What follows belongs to an exercise in optimizing a design on an open flow for small area; a production flow would make more cautious choices.
Only simulation tests tie the RTL to the original design; equivalence was not proved.
Power and IR drop assume default switching activity.

violet:
## mc6809is
module mc6809is
#(
    parameter ILLEGAL_INSTRUCTIONS="GHOST"
) 
(
    input   CLK,
    input   fallE_en,
    input   fallQ_en,
    input   [7:0]  D,
    output  [7:0]  DOut,
    output  [15:0] ADDR,
    output  RnW,
    output  BS,
    output  BA,
    input   nIRQ,
    input   nFIRQ,
    input   nNMI,
    output  AVMA,
    output  BUSY,
    output  LIC,
    input   nHALT,
    input   nRESET,
    input   nDMABREQ,
    output  [111:0] RegData
);
==> flow/config.mk <==
export PLATFORM = sky130hd
export DESIGN_NAME = mc6809is
export DESIGN_NICKNAME = mc6809is
export VERILOG_FILES = /design/flow/design.v
export SDC_FILE = /design/flow/constraint.sdc
export NUM_CORES = 4
export LEC_CHECK = 0
export CAP_MARGIN = 20
export CORE_MARGIN = 2
export CORE_UTILIZATION = 30
export GPL_TIMING_DRIVEN = 0
export PLACE_DENSITY = 0.45
export SETUP_SLACK_MARGIN = 0.5
export SLEW_MARGIN = 20
==> flow/constraint.sdc <==
create_clock -name core_clock -period 10.0 [get_ports {CLK}]
set_input_delay 2.0000 -clock core_clock [delete_from_list [all_inputs] [get_ports {CLK}]]
set_output_delay 2.0000 -clock core_clock [all_outputs]
set_load 0.01 [all_outputs]
run.sh (not shown) runs the stock make flow with config.mk's settings and CLKGATE_MAP_FILE= SYNTH_SCRIPT=/design/flow/synth_recipe.tcl, a recipe that flattens the netlist after the stock synthesis.
violet: full flow OK, the timing, design-rule and antenna checks passed
## Diff of input files: xenon against violet
==> flow/flow/run.sh (new file) <==
#!/bin/bash
# The standard layout, with two changes: a small buffer (buf_1) on every input and output
# port instead of the default clkdlybuf4s50_1, and the buffers that synthesis (abc) put in
# are taken out at floorplan, so that the resizer buffers the netlist from scratch. All tool
# output goes to standard.log here and to ORFS's own logs under orfs/logs.
set -euo pipefail
export BUFFER_PORTS_ARGS="-buffer_cell sky130_fd_sc_hd__buf_1"
export REMOVE_ABC_BUFFERS=1
bash standard.sh finish > standard.log 2>&1
==> flow/standard.sh (new file) <==
#!/bin/bash
# synth_recipe.tcl (not shown) runs the flow's synth.tcl, then flattens the netlist and writes it again
# the make line also repeats each setting of config.mk as NAME=value (left out here)
make -C /OpenROAD-flow-scripts/flow DESIGN_CONFIG=/design/flow/config.mk WORK_HOME=/design/flow/orfs CLKGATE_MAP_FILE= SYNTH_SCRIPT=/design/flow/synth_recipe.tcl "${@:-finish}"
--- a/flow/config.mk
+++ b/flow/config.mk
@@ -8 +8,2 @@
-export CAP_MARGIN = 20
+export ABC_AREA = 1
+export CAP_MARGIN = 5
@@ -13,2 +14,2 @@
-export SETUP_SLACK_MARGIN = 0.5
-export SLEW_MARGIN = 20
+export SETUP_SLACK_MARGIN = 0.6
+export SLEW_MARGIN = 5
removed: flow/run.sh
The final report for xenon shows a completed flow and a layout that fails verification, specifically max-capacitance violations, max-slew violations.
Wire length in xenon vs violet: down 15%
Combinational power went up by more than 10% going from violet to xenon.
Compared with violet, in xenon part of the total power dissipated in combinational logic grew by 4.5 points; number of filler cells placed in the layout fell 1.7%; die span in x saw a decrease.
When the final numbers for violet and xenon were put side by side, the register-to-register slack turned out to be greater in xenon.
Largest stage delay on the critical path was higher in the run labelled xenon.
Comparing violet and xenon, arrival time of data at the critical path endpoint is lower on xenon.
Run comparison: violet standard cell with the maximum stage delay on the critical path sky130_fd_sc_hd__clkbuf_1; xenon standard cell with the maximum stage delay on the critical path sky130_fd_sc_hd__buf_1
--- input diff xenon..quartz ---
--- a/flow/config.mk
+++ b/flow/config.mk
@@ -9 +9 @@
-export CAP_MARGIN = 5
+export CAP_MARGIN = 20
@@ -14,2 +14,2 @@
-export SETUP_SLACK_MARGIN = 0.6
-export SLEW_MARGIN = 5
+export SETUP_SLACK_MARGIN = 0.8
+export SLEW_MARGIN = 20
### Flow results
quartz: no failed stages, no open violations at the end. Looking at xenon and quartz, the multi-input combinational cell count is a wash. As far as number of CTS-inserted buffers goes, quartz and xenon are indistinguishable; the numbers are identical. Global-route wire length before repair: quartz vs xenon down about 0.7%.


mc6809is, a different RTL version from the one above (not shown whole).
Size: about 3000 cells after synthesis, ~160 I/O pins.
Settings: LEC_CHECK=0, ABC_AREA=1, CAP_MARGIN=20, CORE_MARGIN=2, CORE_UTILIZATION=30, GPL_TIMING_DRIVEN=0, PLACE_DENSITY=0.45, SETUP_SLACK_MARGIN=0.5, SLEW_MARGIN=20; clock period 10.0 ns.
standard.sh (not shown) runs the stock make flow with config.mk's settings and CLKGATE_MAP_FILE= SYNTH_SCRIPT=/design/flow/synth_recipe.tcl, a recipe that flattens the netlist after the stock synthesis.
==> flow/flow/run.sh <==
#!/bin/bash
# The standard layout (standard.sh) with three changes:
#  - synthesis maps the logic with flow/abc_area3.script (see flow/synth.tcl); the rest of the
#    synthesis is the standard flow's own (synth_recipe.tcl), so registers keep their names and cells;
#  - the buffers abc put in are removed at floorplan (REMOVE_ABC_BUFFERS), so the resizer
#    buffers the netlist itself;
#  - every input and output port gets a buf_1 instead of the default clkdlybuf4s50_1.
# All tool output goes to standard.log here and to ORFS's own logs under orfs/logs.
set -euo pipefail
export FLOW_WORK="$PWD"
export FLOW_ABC_SCRIPT="$PWD/flow/abc_area3.script"
export BUFFER_PORTS_ARGS="-buffer_cell sky130_fd_sc_hd__buf_1"
export REMOVE_ABC_BUFFERS=1
bash standard.sh "SYNTH_SCRIPT=$PWD/flow/synth.tcl" finish > standard.log 2>&1
==> flow/flow/abc_area3.script <==
strash
ifraig
dc2
dch -f
amap
strash
dc2
dch -f
amap
strash
dch -f
amap
topo
stime -c
buffer -c
upsize -c
dnsize -c
==> flow/flow/synth.tcl <==
# The standard flow's synthesis script (synth_recipe.tcl, in the work folder), with one change: abc maps the
# logic with flow/abc_area3.script, three rounds of AIG optimisation and area-oriented
# standard-cell mapping (amap), instead of ORFS's abc_area.script. Registers are mapped before
# abc and are untouched by it.
proc abc {args} {
  set i [lsearch -exact $args -script]
  if {$i >= 0} { lset args [expr {$i + 1}] $::env(FLOW_ABC_SCRIPT) }
  yosys abc {*}$args
}
source $::env(FLOW_WORK)/synth_recipe.tcl
The first run completed with no timing, DRC or antenna violations.
Then changed:
==> flow/flow/abc_area3.script (replaced) <==
strash
ifraig
dc2
dch -f
amap
strash
dc2
dch -f
amap
strash
dch -f
amap
topo
stime -c
buffer -c
dnsize -c
- CAP_MARGIN: 20 -> 15
- CORE_UTILIZATION: 30 -> 35
- CTS_BUF_LIST: unset -> sky130_fd_sc_hd__clkbuf_8 sky130_fd_sc_hd__clkbuf_16
- PLACE_DENSITY: 0.45 -> 0.5
- SETUP_SLACK_MARGIN: 0.5 -> 0.8
- SLEW_MARGIN: 20 -> 15
=> Cell area is about the same; final cell count drops by a few percent; power went down slightly; non-clock buffer count came out higher by 38; hold slack stays flat; utilization came out higher by 6.7 points.


Starting RTL as in the previous note.
Settings: LEC_CHECK=0, ABC_AREA=1, CAP_MARGIN=20, CORE_MARGIN=2, CORE_UTILIZATION=30, GPL_TIMING_DRIVEN=0, PLACE_DENSITY=0.45, SETUP_SLACK_MARGIN=0.8, SLEW_MARGIN=20; clock period 10.0 ns.
==> flow/flow/abc_area3.script <==
strash
ifraig
dc2
dch -f
amap
strash
dc2
dch -f
amap
strash
dch -f
amap
topo
stime -c
buffer -c
dnsize -c
Scripts as last shown in full above: flow/flow/run.sh, flow/flow/synth.tcl
The baseline finished with timing, DRC and antenna clean.
Edit:
CORE_UTILIZATION = 35   (was 30)
CTS_BUF_LIST = sky130_fd_sc_hd__clkbuf_8 sky130_fd_sc_hd__clkbuf_16   (was not set)
PLACE_DENSITY = 0.5   (was 0.45)
Result: Combinational power fell by a few percent; clock skew is lower by 0.010 ns; cell count shrinks by a few percent; global-route usage is higher by 7.6 points; synthesized area stays the same; total power goes down by a few percent; via count rose by a few percent; wire length shrinks slightly; non-clock buffer count rises by 5; worst setup slack is better by 0.025 ns; critical path depth came out lower by 2.
Edit:
==> flow/flow/abc_area3.script (replaced) <==
strash
ifraig
dc2
dch -f
amap
strash
dc2
dch -f
amap
strash
dch -f
amap
topo
stime -c
buffer -c
upsize -c
dnsize -c
CAP_MARGIN = 15   (was 20)
CORE_UTILIZATION = 30   (was 35)
PLACE_DENSITY = 0.45   (was 0.5)
SETUP_SLACK_MARGIN = 0.5   (was 0.8)
SLEW_MARGIN = 15   (was 20)
What happened: Total power rises by a few percent. Clock skew rises by 0.024 ns. Synthesized area rises slightly. Design area rises slightly. Final cell count rises by a few percent.
Edit:
CORE_UTILIZATION = 35   (was 30)
PLACE_DENSITY = 0.5   (was 0.45)
Effect: Combinational power shrinks by about 5%; count of clock-buffer cells in the layout stays the same; maximum frequency climbs by 0.59%; hold slack stays flat; setup slack improved by 0.057 ns; power goes down by 2.8%; global-route usage increases by 5.5 points; area after synthesis is unchanged.
Edit:
CAP_MARGIN = 20   (was 15)
CORE_UTILIZATION = 30   (was 35)
CTS_BUF_LIST = not set   (was sky130_fd_sc_hd__clkbuf_8 sky130_fd_sc_hd__clkbuf_16)
PLACE_DENSITY = 0.45   (was 0.5)
SETUP_SLACK_MARGIN = 0.8   (was 0.5)
SLEW_MARGIN = 20   (was 15)
Outcome: The changed run finished with timing, DRC and antenna clean; total power goes up by a few percent; critical path depth is higher by 20; sequential power stays flat.

-- separate check: timing with driven ports --
Ports are ideal in the flow. The routed layouts listed here were re-timed in OpenROAD.
Step 1, drivers: a clkbuf_16 drives CLK and a buf_2 each remaining input, both assumed.
Step 2 adds t to the input delays and takes it off the output delays; t is the mean of the earliest and latest rising clock arrival at the registers after step 1. Input paths then give back, and output paths get back, about the clock's delay inside the block.
Slacks: no drivers / after step 1 / after step 2; pairs: no drivers / after step 1.
| run | t, ns | slack for setup (ns) | worst setup path after step 2 | clock arrival spread, ns | slew at the worst register clock pin (ns) |
|---|---|---|---|---|---|
| violet | 0.615 | 0.384 / 0.384 / -0.084 | input to register | 0.030 / 0.030 | 0.12 / 0.12 |
| xenon | 0.624 | 0.683 / 0.704 / 0.080 | input to register | 0.036 / 0.036 | 0.11 / 0.11 |
| quartz | 0.611 | 0.839 / 0.839 / 0.354 | input to register | 0.033 / 0.033 | 0.11 / 0.11 |
| the first run of note 2 | 0.605 | 0.504 / 0.548 / -0.058 | input to register | 0.042 / 0.043 | 0.12 / 0.12 |
| the second run of note 2 | 0.597 | 0.358 / 0.389 / -0.208 | input to register | 0.016 / 0.016 | 0.09 / 0.09 |
| the first run of note 3 | 0.612 | 0.478 / 0.525 / -0.087 | input to register | 0.031 / 0.032 | 0.11 / 0.11 |
| the second run of note 3 | 0.583 | 0.503 / 0.537 / -0.046 | input to register | 0.021 / 0.021 | 0.09 / 0.09 |
| the third run of note 3 | 0.593 | 0.357 / 0.393 / -0.200 | input to register | 0.046 / 0.046 | 0.12 / 0.12 |
| the fourth run of note 3 | 0.585 | 0.414 / 0.454 / -0.131 | input to register | 0.019 / 0.020 | 0.10 / 0.10 |
| the fifth run of note 3 | 0.605 | 0.790 / 0.790 / 0.294 | input to register | 0.042 / 0.043 | 0.12 / 0.12 |
With both steps, setup timing fails in 7 of these runs, where it was met with ideal ports. The setup slack of xenon, which loses most, moves by +0.021 ns with the drivers and by -0.603 ns with both steps.
